This design comes from an exercise in tuning for small area and a short achievable clock period on the open sky130 flow, not from production work.
RTL that was checked went through simulation tests only; none was proved equivalent to the original.
The RTL of run 1 was laid out without a check of its function.
No activity file was given, so power comes from the tool's default toggle rates.

==> flow/design.v, too long to show whole: its modules and the start of the top module <==
// module ALU_design: 2191 lines
// module alu_prefix: 21 lines
// module alu_fa: 4 lines
// module alu_bsel: 3 lines
// module alu_ha: 4 lines
module ALU_design(OPA_1,OPB_1,CIN,CLK,RST,CMD,CE,MODE,INP_VALID,COUT,OFLOW,RES,G,E,L,ERR);
  // ...
==> flow/run.sh <==
#!/bin/bash
# synth_recipe.tcl (not shown) runs the flow's synth.tcl, then flattens the netlist and writes it again
# the make line also repeats each setting of config.mk as NAME=value (left out here)
make -C /OpenROAD-flow-scripts/flow DESIGN_CONFIG=/design/flow/config.mk WORK_HOME=/design/flow/orfs CLKGATE_MAP_FILE= SYNTH_SCRIPT=/design/flow/synth_recipe.tcl finish
==> flow/config.mk <==
export PLATFORM = sky130hd
export DESIGN_NAME = ALU_design
export DESIGN_NICKNAME = ALU_design
export VERILOG_FILES = /design/flow/design.v
export SDC_FILE = /design/flow/constraint.sdc
export NUM_CORES = 4
export LEC_CHECK = 0
export CAP_MARGIN = 25
export CORE_MARGIN = 2
export CORE_UTILIZATION = 40
export SETUP_SLACK_MARGIN = 5
export SLEW_MARGIN = 20
export SYNTH_HIERARCHICAL = 1
==> flow/constraint.sdc <==
create_clock -name core_clock -period 10.5 [get_ports {CLK}]
set_input_delay 2.1000 -clock core_clock [delete_from_list [all_inputs] [get_ports {CLK}]]
set_output_delay 2.1000 -clock core_clock [all_outputs]
set_load 0.01 [all_outputs]
==> out/metrics.cfg, run 1 <==
[route]
drc=0
route.met2.wl_mm=80.2
vias=38500
ant_nets=0

[global_route]
grtUsageMet1_pct=43.7
grt_max_degree=90
grt_remaining_overflow=0

[die]
fp.dieW_um=329
die_h_um=329

[worst_hold_path]
hp-start=RES[51]

[pwr]
sw_frac_of_total_pct=53.3
leakagePower_nw=20.0
power.total_w=0.0151
power-top-group=combinational logic
pg_comb_w=0.0116
p_per_area_nw_per_um2=311
powerClk_w=0.00144
p_int_w=0.00704

[yosys]
synth_seq_area_share_pct=17.1
yosys_warnings=7
synth_common_cells=fa_1, a22o_1, xor2_1

[clock_tree]
clk_pin_slew_ps=60
cts_made_buffers=41

[sta]
relSlewSlack_pct=25.5
min_period_over_period_pct=55.4
fmax_mhz=172

[worst_setup_path]
start_kind=input port
worst_ep_required_time_ps=10940
max_stage_delay_ps=460
worstSetupPathDepth=22
timing.rr.start=OPA[9]
path_cells=buf_12 -> buf_12 -> nor2_4 -> nand2_2 -> o31ai_4 -> buf_6 -> buf_6 -> o21ai_2 -> nand2_1 -> fa_2 -> fa_2 -> a211oi_4 -> o21ai_2 -> a21o_1 -> a21oi_2 -> xor2_1 -> nor4_1 -> nand4_1 -> or4_1 -> or4_1 -> o21bai_1 -> a31oi_1
cp_top_family=simple AND/OR/NAND/NOR gates
cp_slowest_cell=or4_1

[run_status]
run_status=complete, no violations

[cells_and_area]
dominant_cells=multi-input combinational cells
layout-drive-gt1-share_pct=12.6
multi_input_cells=3605
final_common_cell=fa_1
signal_buffers=360
multi_input_area_um2=34600

==> run 2: changes to the inputs <==
--- a/flow/design.v
+++ b/flow/design.v
@@ -2094,34 +2094,38 @@
         mq_62_0 <= as2077;
         mq_62_1 <= ac2076;
         mq_62_2 <= (ma31 & OPB[31]);
         mq_63_0 <= ~bn15;
         mq_63_1 <= ac2078;
     end
     assign px = {bs2205, bc2202, bc2200, bc2198, bc2196, bc2194, bc2192, bc2190, bc2188, bc2186, bc2184, bc2182, bc2180, bc2178, bc2176, bc2174, bc2172, bc2170, bc2168, bc2166, bc2164, bc2162, bc2160, bc2158, bc2156, bc2154, bc2152, bc2150, bc2148, bc2146, bc2144, bc2142, bc2140, bc2138, bc2136, bc2134, bc2132, bc2130, bc2128, bc2126, bc2124, bc2122, bc2120, bc2118, bc2116, bc2114, bc2112, bc2110, bc2108, bc2106, bc2104, bc2102, bc2100, bc2098, bc2096, bc2094, bc2092, bc2090, bc2088, bc2086, bc2084, bc2082, bc2080, mq_0_2};
     assign py = {bc2204, bs2203, bs2201, bs2199, bs2197, bs2195, bs2193, bs2191, bs2189, bs2187, bs2185, bs2183, bs2181, bs2179, bs2177, bs2175, bs2173, bs2171, bs2169, bs2167, bs2165, bs2163, bs2161, bs2159, bs2157, bs2155, bs2153, bs2151, bs2149, bs2147, bs2145, bs2143, bs2141, bs2139, bs2137, bs2135, bs2133, bs2131, bs2129, bs2127, bs2125, bs2123, bs2121, bs2119, bs2117, bs2115, bs2113, bs2111, bs2109, bs2107, bs2105, bs2103, bs2101, bs2099, bs2097, bs2095, bs2093, bs2091, bs2089, bs2087, bs2085, bs2083, bs2081, bs2079};
-    wire [63:0] prod = px + py;
+    wire [63:0] prod;
+    alu_cpa u_cpa (.a(px), .b(py), .s(prod));
     wire [31:0] A = OPA, B = OPB;
     wire c0 = CMD == 4'd0,  c1 = CMD == 4'd1,  c2 = CMD == 4'd2,  c3 = CMD == 4'd3;
     wire c4 = CMD == 4'd4,  c5 = CMD == 4'd5,  c6 = CMD == 4'd6,  c7 = CMD == 4'd7;
     wire c8 = CMD == 4'd8,  c9 = CMD == 4'd9,  c10 = CMD == 4'd10, c11 = CMD == 4'd11;
     wire c12 = CMD == 4'd12, c13 = CMD == 4'd13;
     wire x_b   = c6 | c7;
     wire y_b   = c0 | c2 | c11;
     wire y_nb  = c1 | c3 | c8 | c12;
     wire y_one = c5 | c7;
     wire ci    = c1 | c8 | c12 | c4 | c6 | (c2 & CIN) | (c3 & ~CIN);
     wire [31:0] X = x_b ? B : A;
     wire [31:0] Y = ({32{y_b}} & B) | ({32{y_nb}} & ~B) | {32{y_one}};
     wire [32:0] sum = {1'b0, X} + {1'b0, Y} + {32'b0, ci};
     wire co = sum[32];
     wire sx = X[31] ^ Y[31] ^ co;              
-    wire zs = (sum[31:0] == 32'd0);
-    wire os = (&sum[31:0]);
+    wire [31:0] xt = X ^ Y;
+    wire [31:0] xo = X | Y;
+    wire zhi = &(xt[31:1] ~^ xo[30:0]);
+    wire z1 = zhi & xt[0];
+    wire z0 = zhi & ~xt[0];
     wire [4:0] nsh = ~B[4:0] + 5'd1;
     wire [4:0] sh = c13 ? nsh : B[4:0];
     wire [31:0] rl0 = sh[0] ? {A[30:0], A[31]} : A;
     wire [31:0] rl1 = sh[1] ? {rl0[29:0], rl0[31:30]} : rl0;
     wire [31:0] rl2 = sh[2] ? {rl1[27:0], rl1[31:28]} : rl1;
     wire [31:0] rl3 = sh[3] ? {rl2[23:0], rl2[31:24]} : rl2;
     wire [31:0] rot = sh[4] ? {rl3[15:0], rl3[31:16]} : rl3;
     wire hiB = |B[31:4];
@@ -2153,25 +2157,25 @@
         | ({32{lg & (c12 | c13)}} & rot);
     wire hi = (s_brw & ~co) | (s_sgn & sx);
     wire [63:0] res_n =
           {32'b0, lres}
         | ({64{s_ar}}   & {32'b0, sum[31:0]})
         | {{31{hi}}, hi | (s_c32 & co), 32'b0}
         | ({64{s_muln}} & prod)
         | ({64{s_muls}} & {prod[62:0], 1'b0});
-    wire ltAB = ~co & ~(c3 & CIN & os);    
+    wire ltAB = ~co & ~(c3 & CIN & z1);    
     wire cout_n = (ar & c2 & co) | (ar & c11 & sx) | (ar & c12 & ~co)
                 | (s_muln & prod[32]) | (s_muls & prod[31]);
     wire oflow_n = (ar & (c1 | c3) & ltAB)
                  | (ar & c12 & (A[31] ^ B[31]) & (sum[31] ^ A[31]))
                  | (ar & c11 & ~(A[31] ^ B[31]) & (A[31] ^ sum[31]))
                  | ((va & c4 | vb & c6) & co) | ((va & c5 | vb & c7) & ~co);
-    wire e_n = (s_cmp & zs) | (s_sgn & zs & ~sx);
-    wire g_n = (s_cmp & co & ~zs) | (s_sgn & ~sx & ~zs);
+    wire e_n = (s_cmp & z1) | (ar & c12 & z1 & ~sx) | (ar & c11 & z0 & ~sx);
+    wire g_n = (s_cmp & co & ~z1) | (ar & c12 & ~sx & ~z1) | (ar & c11 & ~sx & ~z0);
     wire l_n = (s_cmp & ~co) | (s_sgn & sx);
     wire err_n = MODE ? ((INP_VALID == 2'b00) | ar & (CMD >= 4'd13))
                       : ((CMD >= 4'd14) | (c12 | c13) & hiB);
     always @(posedge CLK or posedge RST) begin
         if (RST) begin
             RES   <= 0;
             COUT  <= 0;
             OFLOW <= 0;
@@ -2206,16 +2210,260 @@
                 assign gl[l+1][i] = gl[l][i];
                 assign pl[l+1][i] = pl[l][i];
             end
         end
     end endgenerate
     assign G = gl[5];
     assign P = pl[5];
 endmodule
+module alu_cpa(input [63:0] a, input [63:0] b, output [63:0] s);
+    wire [63:0] g = a & b, p = a ^ b;
+    wire G1 = g[1] | p[1] & g[0];
+    wire P1 = p[1] & p[0];
+    wire G2 = g[3] | p[3] & g[2];
+    wire P2 = p[3] & p[2];
+    wire G3 = g[5] | p[5] & g[4];
+    wire P3 = p[5] & p[4];
+    wire G4 = g[7] | p[7] & g[6];
+    wire P4 = p[7] & p[6];
+    wire G5 = g[9] | p[9] & g[8];
+    wire P5 = p[9] & p[8];
+    wire G6 = g[11] | p[11] & g[10];
+    wire P6 = p[11] & p[10];
+    wire G7 = g[13] | p[13] & g[12];
+    wire P7 = p[13] & p[12];
+    wire G8 = g[15] | p[15] & g[14];
+    wire P8 = p[15] & p[14];
+    wire G9 = g[17] | p[17] & g[16];
+    wire P9 = p[17] & p[16];
+    wire G10 = g[19] | p[19] & g[18];
+    wire P10 = p[19] & p[18];
+    wire G11 = g[21] | p[21] & g[20];
+    wire P11 = p[21] & p[20];
+    wire G12 = g[23] | p[23] & g[22];
+    wire P12 = p[23] & p[22];
+    wire G13 = g[25] | p[25] & g[24];
+    wire P13 = p[25] & p[24];
+    wire G14 = g[27] | p[27] & g[26];
+    wire P14 = p[27] & p[26];
+    wire G15 = g[29] | p[29] & g[28];
+    wire P15 = p[29] & p[28];
+    wire G16 = g[31] | p[31] & g[30];
+    wire P16 = p[31] & p[30];
+    wire G17 = g[33] | p[33] & g[32];
+    wire P17 = p[33] & p[32];
+    wire G18 = g[35] | p[35] & g[34];
+    wire P18 = p[35] & p[34];
+    wire G19 = g[37] | p[37] & g[36];
+    wire P19 = p[37] & p[36];
+    wire G20 = g[39] | p[39] & g[38];
+    wire P20 = p[39] & p[38];
+    wire G21 = g[41] | p[41] & g[40];
+    wire P21 = p[41] & p[40];
+    wire G22 = g[43] | p[43] & g[42];
+    wire P22 = p[43] & p[42];
+    wire G23 = g[45] | p[45] & g[44];
+    wire P23 = p[45] & p[44];
+    wire G24 = g[47] | p[47] & g[46];
+    wire P24 = p[47] & p[46];
+    wire G25 = g[49] | p[49] & g[48];
+    wire P25 = p[49] & p[48];
+    wire G26 = g[51] | p[51] & g[50];
+    wire P26 = p[51] & p[50];
+    wire G27 = g[53] | p[53] & g[52];
+    wire P27 = p[53] & p[52];
+    wire G28 = g[55] | p[55] & g[54];
+    wire P28 = p[55] & p[54];
+    wire G29 = g[57] | p[57] & g[56];
+    wire P29 = p[57] & p[56];
+    wire G30 = g[59] | p[59] & g[58];
+    wire P30 = p[59] & p[58];
+    wire G31 = g[61] | p[61] & g[60];
+    wire P31 = p[61] & p[60];
+    wire G32 = g[63] | p[63] & g[62];
+    wire P32 = p[63] & p[62];
+    wire G33 = G2 | P2 & G1;
+    wire P33 = P2 & P1;
+    wire G34 = G4 | P4 & G3;
+    wire P34 = P4 & P3;
+    wire G35 = G6 | P6 & G5;
+    wire P35 = P6 & P5;
+    wire G36 = G8 | P8 & G7;
+    wire P36 = P8 & P7;
+    wire G37 = G10 | P10 & G9;
+    wire P37 = P10 & P9;
+    wire G38 = G12 | P12 & G11;
+    wire P38 = P12 & P11;
+    wire G39 = G14 | P14 & G13;
+    wire P39 = P14 & P13;
+    wire G40 = G16 | P16 & G15;
+    wire P40 = P16 & P15;
+    wire G41 = G18 | P18 & G17;
+    wire P41 = P18 & P17;
+    wire G42 = G20 | P20 & G19;
+    wire P42 = P20 & P19;
+    wire G43 = G22 | P22 & G21;
+    wire P43 = P22 & P21;
+    wire G44 = G24 | P24 & G23;
+    wire P44 = P24 & P23;
+    wire G45 = G26 | P26 & G25;
+    wire P45 = P26 & P25;
+    wire G46 = G28 | P28 & G27;
+    wire P46 = P28 & P27;
+    wire G47 = G30 | P30 & G29;
+    wire P47 = P30 & P29;
+    wire G48 = G32 | P32 & G31;
+    wire P48 = P32 & P31;
+    wire G49 = G34 | P34 & G33;
+    wire P49 = P34 & P33;
+    wire G50 = G36 | P36 & G35;
+    wire P50 = P36 & P35;
+    wire G51 = G38 | P38 & G37;
+    wire P51 = P38 & P37;
+    wire G52 = G40 | P40 & G39;
+    wire P52 = P40 & P39;
+    wire G53 = G42 | P42 & G41;
+    wire P53 = P42 & P41;
+    wire G54 = G44 | P44 & G43;
+    wire P54 = P44 & P43;
+    wire G55 = G46 | P46 & G45;
+    wire P55 = P46 & P45;
+    wire G56 = G48 | P48 & G47;
+    wire P56 = P48 & P47;
+    wire G57 = G50 | P50 & G49;
+    wire P57 = P50 & P49;
+    wire G58 = G52 | P52 & G51;
+    wire P58 = P52 & P51;
+    wire G59 = G54 | P54 & G53;
+    wire P59 = P54 & P53;
+    wire G60 = G56 | P56 & G55;
+    wire P60 = P56 & P55;
+    wire G61 = G58 | P58 & G57;
+    wire P61 = P58 & P57;
+    wire G62 = G60 | P60 & G59;
+    wire P62 = P60 & P59;
+    wire G63 = G62 | P62 & G61;
+    wire P63 = P62 & P61;
+    wire G64 = G59 | P59 & G61;
+    wire P64 = P59 & P61;
+    wire G65 = G51 | P51 & G57;
+    wire P65 = P51 & P57;
+    wire G66 = G53 | P53 & G61;
+    wire P66 = P53 & P61;
+    wire G67 = G55 | P55 & G64;
+    wire P67 = P55 & P64;
+    wire G68 = G35 | P35 & G49;
+    wire P68 = P35 & P49;
+    wire G69 = G37 | P37 & G57;
+    wire P69 = P37 & P57;
+    wire G70 = G39 | P39 & G65;
+    wire P70 = P39 & P65;
+    wire G71 = G41 | P41 & G61;
+    wire P71 = P41 & P61;
+    wire G72 = G43 | P43 & G66;
+    wire P72 = P43 & P66;
+    wire G73 = G45 | P45 & G64;
+    wire P73 = P45 & P64;
+    wire G74 = G47 | P47 & G67;
+    wire P74 = P47 & P67;
+    wire G75 = G3 | P3 & G33;
+    wire P75 = P3 & P33;
+    wire G76 = G5 | P5 & G49;
+    wire P76 = P5 & P49;
+    wire G77 = G7 | P7 & G68;
+    wire P77 = P7 & P68;
+    wire G78 = G9 | P9 & G57;
+    wire P78 = P9 & P57;
+    wire G79 = G11 | P11 & G69;
+    wire P79 = P11 & P69;
+    wire G80 = G13 | P13 & G65;
+    wire P80 = P13 & P65;
+    wire G81 = G15 | P15 & G70;
+    wire P81 = P15 & P70;
+    wire G82 = G17 | P17 & G61;
+    wire P82 = P17 & P61;
+    wire G83 = G19 | P19 & G71;
+    wire P83 = P19 & P71;
+    wire G84 = G21 | P21 & G66;
+    wire P84 = P21 & P66;
+    wire G85 = G23 | P23 & G72;
+    wire P85 = P23 & P72;
+    wire G86 = G25 | P25 & G64;
+    wire P86 = P25 & P64;
+    wire G87 = G27 | P27 & G73;
+    wire P87 = P27 & P73;
+    wire G88 = G29 | P29 & G67;
+    wire P88 = P29 & P67;
+    wire G89 = G31 | P31 & G74;
+    wire P89 = P31 & P74;
+    wire G90 = g[2] | p[2] & G1;
+    wire P90 = p[2] & P1;
+    wire G91 = g[4] | p[4] & G33;
+    wire P91 = p[4] & P33;
+    wire G92 = g[6] | p[6] & G75;
+    wire P92 = p[6] & P75;
+    wire G93 = g[8] | p[8] & G49;
+    wire P93 = p[8] & P49;
+    wire G94 = g[10] | p[10] & G76;
+    wire P94 = p[10] & P76;
+    wire G95 = g[12] | p[12] & G68;
+    wire P95 = p[12] & P68;
+    wire G96 = g[14] | p[14] & G77;
+    wire P96 = p[14] & P77;
+    wire G97 = g[16] | p[16] & G57;
+    wire P97 = p[16] & P57;
+    wire G98 = g[18] | p[18] & G78;
+    wire P98 = p[18] & P78;
+    wire G99 = g[20] | p[20] & G69;
+    wire P99 = p[20] & P69;
+    wire G100 = g[22] | p[22] & G79;
+    wire P100 = p[22] & P79;
+    wire G101 = g[24] | p[24] & G65;
+    wire P101 = p[24] & P65;
+    wire G102 = g[26] | p[26] & G80;
+    wire P102 = p[26] & P80;
+    wire G103 = g[28] | p[28] & G70;
+    wire P103 = p[28] & P70;
+    wire G104 = g[30] | p[30] & G81;
+    wire P104 = p[30] & P81;
+    wire G105 = g[32] | p[32] & G61;
+    wire P105 = p[32] & P61;
+    wire G106 = g[34] | p[34] & G82;
+    wire P106 = p[34] & P82;
+    wire G107 = g[36] | p[36] & G71;
+    wire P107 = p[36] & P71;
+    wire G108 = g[38] | p[38] & G83;
+    wire P108 = p[38] & P83;
+    wire G109 = g[40] | p[40] & G66;
+    wire P109 = p[40] & P66;
+    wire G110 = g[42] | p[42] & G84;
+    wire P110 = p[42] & P84;
+    wire G111 = g[44] | p[44] & G72;
+    wire P111 = p[44] & P72;
+    wire G112 = g[46] | p[46] & G85;
+    wire P112 = p[46] & P85;
+    wire G113 = g[48] | p[48] & G64;
+    wire P113 = p[48] & P64;
+    wire G114 = g[50] | p[50] & G86;
+    wire P114 = p[50] & P86;
+    wire G115 = g[52] | p[52] & G73;
+    wire P115 = p[52] & P73;
+    wire G116 = g[54] | p[54] & G87;
+    wire P116 = p[54] & P87;
+    wire G117 = g[56] | p[56] & G67;
+    wire P117 = p[56] & P67;
+    wire G118 = g[58] | p[58] & G88;
+    wire P118 = p[58] & P88;
+    wire G119 = g[60] | p[60] & G74;
+    wire P119 = p[60] & P74;
+    wire G120 = g[62] | p[62] & G89;
+    wire P120 = p[62] & P89;
+    assign s = p ^ {G120, G89, G119, G74, G118, G88, G117, G67, G116, G87, G115, G73, G114, G86, G113, G64, G112, G85, G111, G72, G110, G84, G109, G66, G108, G83, G107, G71, G106, G82, G105, G61, G104, G81, G103, G70, G102, G80, G101, G65, G100, G79, G99, G69, G98, G78, G97, G57, G96, G77, G95, G68, G94, G76, G93, G49, G92, G75, G91, G33, G90, G1, g[0], 1'b0};
+endmodule
 module alu_fa(input a, input b, input c, output s, output co);
     assign s = a ^ b ^ c;
     assign co = (a & b) | (a & c) | (b & c);
 endmodule
 module alu_bsel(input one, input two, input y, input yl, output ns);
     assign ns = (one & y) | (two & yl);
 endmodule
 module alu_ha(input a, input b, output s, output co);
==> flow/flow/run.sh (new file) <==
#!/bin/bash
set -euo pipefail
export SETUP_SLACK_MARGIN=6.0
bash standard.sh > standard_sh.log 2>&1
==> flow/standard.sh (new file) <==
#!/bin/bash
# synth_recipe.tcl (not shown) runs the flow's synth.tcl, then flattens the netlist and writes it again
# the make line also repeats each setting of config.mk as NAME=value (left out here)
make -C /OpenROAD-flow-scripts/flow DESIGN_CONFIG=/design/flow/config.mk WORK_HOME=/design/flow/orfs CLKGATE_MAP_FILE= SYNTH_SCRIPT=/design/flow/synth_recipe.tcl "${@:-finish}"
==> flow/config.mk (replaced) <==
export PLATFORM = sky130hd
export DESIGN_NAME = ALU_design
export DESIGN_NICKNAME = ALU_design
export VERILOG_FILES = /design/flow/design.v
export SDC_FILE = /design/flow/constraint.sdc
export NUM_CORES = 4
export LEC_CHECK = 0
export CAP_MARGIN = 25
export CORE_MARGIN = 2
export CORE_UTILIZATION = 40
export SLEW_MARGIN = 20
export SYNTH_HIERARCHICAL = 1
removed: flow/run.sh
==> run 2 against run 1 <==
Net effect: first-iteration DRC count rose by 15%; global-route usage rose by 1.2 points; critical path type unchanged; still clean; register-to-register slack improved by 570 ps; count of clock-buffer cells in the layout rose by 14; clock skew rose by 14 ps; synthesized cell count fell by 2.2%; wire length rose by 7.2%; worst setup slack improved by 650 ps; highest routed layer unchanged; die area rose by 1.7%; non-clock buffer count rose by 247.
==> out/metrics.cfg, run 2 <==
[cells_and_area]
layout-drive-gt1-share_pct=25.4  ; +13 points
area_growth_pct=28.4
regMostFlops=RES
final_cell_mix=a22o_1, xor2_1, fa_1
finalNonFillerCells=6016
largest_reg_flops=64
final_common_cell=a22o_1
fill_cells=9324
largestRegisters=RES x64, OPA x32, OPB x32
nets=5400

[route]
drtIter0Drc=5586
drc=0  ; unchanged
vias=39800  ; +3.3%
ant_nets=0  ; unchanged
viasPerCell=6.62
routed_wl_mm=200
wl_per_cell_um=33.2
dr.pass1.iters=6

[sta]
fmax_mhz=194  ; +13%
min_period_over_period_pct=49.2  ; -6.2 points
setup-violations-final=0
period_needed_ps=5170
rsz0062_at_grt=yes
whs_ps=477
tns_ps=0
relSlewSlack_pct=20.4  ; -5.2 points
fin_skew_ps=52.1
final_max_slew_viol_count=0
hold_viol=0
tightest_slew_ps=1180

[worst_setup_path]
end_kind=register
cp_top_family=compound AO/OA/AOI/OAI gates
critPathMaxFanout=8
r2r_slack_ps=5610
max_stage_delay_ps=400  ; -60 ps
arrival_ps=5610
timing.rr.start=OPA[2]
crit_type=in -> reg
cp_slowest_cell=a2111oi_4
path_cells=buf_8 -> buf_12 -> nor2b_4 -> nand2_8 -> nor2_4 -> a21o_1 -> fa_2 -> inv_2 -> fa_2 -> nor2b_2 -> o31a_1 -> o21a_2 -> nand4_4 -> a2111oi_4 -> o21ai_1 -> a31o_2 -> buf_6 -> a22oi_2 -> buf_4 -> a31oi_1
crit_top_cell=fa_2
crit_buf_inv=5
timing.rr.end=mq_31_2
start_kind=input port
reg2regPathDepth=12
worst_ep_required_time_ps=10950  ; about the same

[die]
row_count=120
core_um2=107000
fp.dieW_um=332  ; +0.84%
die_area_um2=110000
initial_core_util_pct=40.2
ios=145
die_h_um=332  ; +0.84%

[yosys]
synth_seq_area_share_pct=16.8  ; -0.29 points
synthArstFlopShare_pct=41.1
synth-seq-cells=326
yosys_most_used_dff=dfxtp_1
synth_common_cells=fa_1, a22o_1, xor2_1
synth_area_um2=42900
synth_area_per_cell_um2=10.2
synth_nets=5031
synth_cell_types=85
yosys.area.top_type_share_pct=26.3
synth_cells=4201
yosys_warnings=7  ; unchanged
yosysTopAreaCell=fa_1
synth_edf_count=0
yosysMostFrequentCell=fa_1
synth.area.top_cells=fa_1, a22o_1, xor2_1, dfxtp_1, dfrtp_1

[place]
dp_hpwl_mm=116
place.port_buffers=144
place.gp.congestion=0.993
dp_cells=5610

[pwr]
p_int_w=0.00743  ; +5.5%
clock_power_share_pct=10.7
pwr-share-comb_pct=75.4
p_per_area_nw_per_um2=259  ; -17%
sw_frac_of_total_pct=48.0  ; -5.4 points
p_sw_w=0.00685
p_seq_share_pct=13.9
ir_worst_vdd_uv=206
leakagePower_nw=22.5  ; +13%

[clock_tree]
cts_num_sinks=326
cts_tree=yes
cts_hold_buf=0
cts_root_buf=clkbuf_16
cts_buffer_depth=3
clock_latency_ps=660
htreeDepth=2
cts_made_buffers=44  ; +7.3%
clk_pin_slew_ps=50  ; about the same

[global_route]
antenna_found_initial=12
grt_pass1_vias=39300
grt_remaining_overflow=0  ; unchanged
grt_max_degree=83  ; -7.8%
grt.total_usage_pct=35.1
grt_pass1_wl_mm=282

[run_status]
run_status=complete, no violations

[worst_hold_path]
hold_path.class=reg -> reg
whs_path_depth=1
holdPathEnd=RES[5]
hp-start=RES[5]

[job]
max_cap_viol_count=0

==> run 2: cell types whose count changed in the layout (fill, tap and decap cells not counted), sizes merged, moves of 26 or more <==
cell,previous run,this run
a22oi,36,62
ha,162,192
a21oi,215,147
o21ai,234,164
mux4,10,47
nand2,269,229
buf,218,438
inv,83,174
mux2i,135,75
nor3,59,30
fa,532,563
==> run 2: area by class of cell <==
| cell class | count | area, um2 | share of cell area [%] |
|---|---|---|---|
| multi-input combinational | 3412 | 36500 | 66.3 |
| timing repair buffer | 607 | 7330 | 13.3 |
| sequential | 326 | 7270 | 13.2 |
| tap | 1403 | 1760 | 3.19 |
| clock buffer | 64 | 1310 | 2.38 |
| inverter | 179 | 746 | 1.35 |
| clock inverter | 17 | 143 | 0.259 |
| antenna | 8 | 20.0 | 0.0364 |
==> run 2: power groups by stage <==
stage,clock network [W],registers (W),logic [W]
after floorplan,0,0.00199,0.00641
after global placement,0,0.00200,0.00915
after detailed placement,0,0.00201,0.00935
after CTS,0.00157,0.00199,0.0101
after global routing,0.00161,0.00202,0.0117
final,0.00153,0.00199,0.0108
==> run 2: stage by stage <==
| step | utilization (%) | total power [W] | setup slack [ps] | cell area [um2] |
|---|---|---|---|---|
| finish | 51.6 | 0.0143 | 5330 | 55100 |
| floorplan | - | 0.00840 | 4730 | 43600 |
| global route | 51.6 | 0.0154 | 5210 | 55100 |
| global placement | 43.7 | 0.0111 | 3380 | 46700 |
| CTS | 49.7 | 0.0136 | 5370 | 53100 |
| detailed placement | 43.7 | 0.0114 | 3310 | 46700 |
==> run 2: modules after synthesis (local to each module, per instance) <==
module	cell area, um2	cells	times used
ALU_design	24600	2810	1
alu_cpa	2770	320	1
alu_fa	20.0	1	529
alu_ha	12.5	1	46
alu_bsel	8.76	1	496
==> run 2: what timing repair did <==
item	CTS	global route
buffers inserted	189	73
pin swaps	139	174
setup endpoints to repair	210	128
gates resized for setup	465	256
cloned	45	7
==> run 2: how the worst max path moves through the flow <==
stage,startpoint,to,cells after the start
after floorplan,CMD[1],RES[36],22
after global routing,CMD[3],RES[48],20
after detailed placement,CMD[2],RES[55],17
after CTS,CMD[3],RES[56],18
final,CMD[3],RES[58],20
after global placement,CMD[0],RES[45],19
==> run 2: cell families (layout without fill, tap and decap cells) <==
kind of cell / count (synthesis) / in the layout / synth area share (%)
adders and majority gates: 778 / 778 / 32.4
DFF: 326 / 326 / 16.8
muxes: 163 / 163 / 5.30
xor gates and xnor gates: 592 / 593 / 12.1
other: 2 / 10 / 0.0175
buffers and inverters: 469 / 867 / 4.34
AOI/OAI and AO/OA: 1203 / 1204 / 21.3
and+or+nand+nor: 668 / 672 / 7.73
==> run 2: layer usage <==
| layer | routed length [um] | track usage (%) |
|---|---|---|
| met3 | 29000 | 13.4 |
| met4 | 15700 | 22.2 |
| met1 | 73800 | 44.9 |
| met5 | 19 | 0.174 |
| met2 | 81500 | 49.6 |
==> run 3: changes to the inputs <==
==> flow/run.sh (new file) <==
#!/bin/bash
# synth_recipe.tcl (not shown) runs the flow's synth.tcl, then flattens the netlist and writes it again
# the make line also repeats each setting of config.mk as NAME=value (left out here)
make -C /OpenROAD-flow-scripts/flow DESIGN_CONFIG=/design/flow/config.mk WORK_HOME=/design/flow/orfs CLKGATE_MAP_FILE= SYNTH_SCRIPT=/design/flow/synth_recipe.tcl finish
--- a/flow/config.mk
+++ b/flow/config.mk
@@ -9,4 +9,5 @@
 export CORE_MARGIN = 2
 export CORE_UTILIZATION = 40
+export SETUP_SLACK_MARGIN = 5
 export SLEW_MARGIN = 20
 export SYNTH_HIERARCHICAL = 1
removed: flow/flow/run.sh
removed: flow/standard.sh
==> run 3 against run 2 <==
Net effect: non-clock buffer count shrank 289; via count shrank 6.8%; utilization shrank 6.1 points; synthesized cell count is the same; sequential power is essentially flat; design area shrank 12%; cell count shrank 4.9%; worst setup slack lost 310 ps; combinational power shrank 12%; global-route usage shrank 3.7 points; die area is the same.
==> out/metrics.cfg, run 3 <==
[run_status]
run_status=complete, no violations

[route]
routed_wl_mm=177  ; -12%
drc=0  ; unchanged
vias=37100  ; -6.8%
drtIter0Drc=4666  ; -16%
wl_per_cell_um=30.9  ; -7.2%
dr.pass1.iters=6  ; unchanged
ant_nets=0  ; unchanged
viasPerCell=6.48  ; -2.1%

[pwr]
p_seq_share_pct=15.0  ; +1.1 points
sw_frac_of_total_pct=48.6  ; +0.59 points
p_per_area_nw_per_um2=271  ; +4.4%
pwr-share-comb_pct=72.6  ; -2.8 points
power.total_w=0.0131  ; -7.9%
leakagePower_nw=20.2  ; -11%
ir_worst_vdd_uv=234  ; +13%
p_int_w=0.00676  ; -9.0%
clock_power_share_pct=12.4  ; +1.7 points
p_sw_w=0.00638  ; -6.8%

[place]
place.gp.congestion=0.960  ; -3.3%
place.port_buffers=144  ; unchanged
dp_cells=5606  ; -0.071%
dp_hpwl_mm=114  ; -1.9%

[worst_setup_path]
r2r_slack_ps=5030  ; -580 ps
crit_top_cell=fa_1
start_kind=register
cp_slowest_cell=fa_1
crit_buf_inv=3  ; -2
max_stage_delay_ps=550  ; +150 ps
startpoint=OPA[5]
path_cells=buf_4 -> clkinv_4 -> or3_1 -> o21ai_4 -> buf_6 -> a22o_1 -> xor2_1 -> fa_1 -> fa_1 -> fa_1 -> fa_1 -> fa_1 -> fa_1 -> ha_1
arrival_ps=6000  ; +390 ps
worst_ep_required_time_ps=11020  ; +70 ps
crit_type=reg -> reg
end_kind=register
timing.rr.end=mq_30_2
cp_top_family=adder cells
cp-endpoint=mq_30_2
timing.rr.start=OPA[5]
worstSetupPathDepth=14  ; -30%
reg2regPathDepth=14  ; +2
critPathMaxFanout=31  ; +23

[cells_and_area]
largest_reg_flops=64  ; unchanged
final_cell_mix=fa_1, a22o_1, xor2_1
regMostFlops=RES
nets=5109  ; -5.4%
largestRegisters=RES x64, OPA x32, OPB x32
layout-drive-gt1-share_pct=11.6  ; -14 points
final_common_cell=fa_1
area_growth_pct=13.1
finalNonFillerCells=5724  ; -4.9%

[die]
fp.dieW_um=332  ; unchanged
core_um2=107000  ; unchanged
ios=145  ; unchanged
die_h_um=332  ; unchanged
row_count=120  ; unchanged
initial_core_util_pct=40.2  ; unchanged
die_area_um2=110000  ; unchanged

[yosys]
synth_area_um2=42900  ; unchanged
synth.area.top_cells=fa_1, a22o_1, xor2_1, dfxtp_1, dfrtp_1
synth_area_per_cell_um2=10.2  ; unchanged
yosysMostFrequentCell=fa_1
synthArstFlopShare_pct=41.1  ; unchanged
synth_edf_count=0  ; unchanged
synth-seq-cells=326  ; unchanged
synth_common_cells=fa_1, a22o_1, xor2_1
yosys_warnings=7  ; unchanged
synth_cells=4201  ; unchanged
synth_cell_types=85  ; unchanged
yosys.area.top_type_share_pct=26.3  ; unchanged
synth_nets=5031  ; unchanged
synth_seq_area_share_pct=16.8  ; unchanged
yosys_most_used_dff=dfxtp_1
yosysTopAreaCell=fa_1

[sta]
final_max_slew_viol_count=0  ; unchanged
fmax_mhz=183  ; -5.6%
min_period_over_period_pct=52.1  ; +2.9 points
setup-violations-final=0  ; unchanged
tns_ps=0  ; unchanged
hold_viol=0  ; unchanged
fin_skew_ps=18.8  ; -33.3 ps
whs_ps=483  ; +5.15 ps
period_needed_ps=5470  ; +306 ps
relSlewSlack_pct=29.6  ; +9.2 points
tightest_slew_ps=1050  ; -137 ps
rsz0062_at_grt=no

[worst_hold_path]
hold_path.class=reg -> reg

[clock_tree]
cts_made_buffers=44  ; unchanged
clock_latency_ps=640  ; -20 ps
cts_root_buf=clkbuf_16
htreeDepth=2  ; unchanged
cts_buffer_depth=3  ; unchanged
cts_num_sinks=326  ; unchanged
cts_tree=yes
clk_pin_slew_ps=60  ; about the same

[global_route]
grt_remaining_overflow=0  ; unchanged
grt_pass1_vias=37000  ; -6.1%
grt.total_usage_pct=31.4  ; -3.7 points
grt_max_degree=86  ; +3.6%
antenna_found_initial=7  ; -5
grt_pass1_wl_mm=256  ; -9.1%

[job]
max_cap_viol_count=0  ; unchanged

-- run 3: how the worst min path moves through the flow --
| stage | startpoint | endpoint | cells after the start |
|---|---|---|---|
| after CTS | RES[5] | RES[5] | 1 |
| after detailed placement | RES[5] | RES[5] | 1 |
| final | RES[5] | RES[5] | 1 |
| after global placement | RES[5] | RES[5] | 1 |
| after floorplan | RES[0] | RES[0] | 1 |
| after global routing | RES[5] | RES[5] | 1 |
-- run 3: what timing repair did --
item / in CTS / in global routing
cloned: 4 / 3
hold buffers: 0 / 0
pin swaps: 5 / 8
resized for setup: 31 / 45
setup endpoints to repair: 85 / 58
setup buffers: 15 / 5
-- run 3: final cells by class --
class | count | area (um2)
clock buffer | 56 | 1190
antenna | 6 | 15.0
tap | 1403 | 1760
timing repair buffer | 318 | 2960
sequential | 326 | 7270
fill | 10000 | 58200
clock inverter | 26 | 342
inverter | 179 | 689
multi-input combinational | 3410 | 34300
-- run 3: kinds of logic (layout without fill, tap and decap cells) --
logic type,Yosys count,in the layout,share of synthesized area [%]
other,2,8,0.0175
AND/OR/NAND/NOR,668,671,7.73
multiplexers,163,163,5.30
AO/OA/AOI/OAI,1203,1204,21.3
flip-flops,326,326,16.8
XOR/XNOR,592,592,12.1
buffers and inverters,469,579,4.34
adder cells (fa/ha/maj),778,778,32.4
-- run 3: power by group through the flow --
stage	clock network [W]	registers (W)	logic, W
6_report	0.00163	0.00197	0.00955
5_1_grt	0.00171	0.00201	0.0106
4_1_cts	0.00166	0.00197	0.00942
3_5_place_dp	0	0.00200	0.00934
3_3_place_gp	0	0.00199	0.00918
2_1_floorplan	0	0.00199	0.00639
-- run 3: routing by layer --
| layer | global-route usage (%) | wire (um) | up-vias |
|---|---|---|---|
| li1 | - | - | 15300 |
| met1 | 42.5 | 71000 | 18500 |
| met2 | 45.2 | 73600 | 2710 |
| met3 | 9.44 | 21800 | 618 |
| met4 | 15.9 | 10200 | 4 |
| met5 | 0 | 26 | - |
-- run 3: modules after synthesis, one instance, submodules excluded --
module      cells inside  cell area [um2]
alu_fa                 1             20.0
alu_ha                 1             12.5
alu_cpa              320             2770
ALU_design          2810            24600
alu_bsel               1             8.76
-- run 3: metrics by stage --
stage | utilization (%) | cell area, um2 | setup WS (ps)
CTS | 45.2 | 48200 | 4980
global placement | 43.4 | 46300 | 3450
floorplan | - | 43100 | 4730
detailed placement | 43.4 | 46400 | 3340
finish | 45.5 | 48500 | 5030
global route | 45.5 | 48500 | 4990

==> afterwards: timing with drivers on the ports <==
No port has a modelled driver above. Below, the same layouts with a new extraction and two added sets of constraints.
Step 1 assumes that a clkbuf_16 drives the clock port and a buf_2 every other input.
Step 2 adds t to the input delays and takes it off the output delays; t is the mean of the earliest and latest rising clock arrival at the registers after step 1. Input paths then give back, and output paths get back, about the clock's delay inside the block.
a / b / c = no drivers / after step 1 / after step 2; a / b = the first two.
run	shift t [ns]	setup slack, ns	latest minus earliest clock arrival (ns)	pins driven straight from the clock port
run 1	0.688	4.679 / 4.685 / 3.998	0.039 / 0.039	1
run 2	0.701	5.333 / 5.234 / 4.533	0.055 / 0.054	1
run 3	0.703	5.027 / 4.981 / 4.278	0.019 / 0.018	1
After both steps setup and hold are still met in every run listed. For run 2, which loses most, drivers alone change the setup slack by -0.099 ns; drivers and shift together by -0.800 ns.
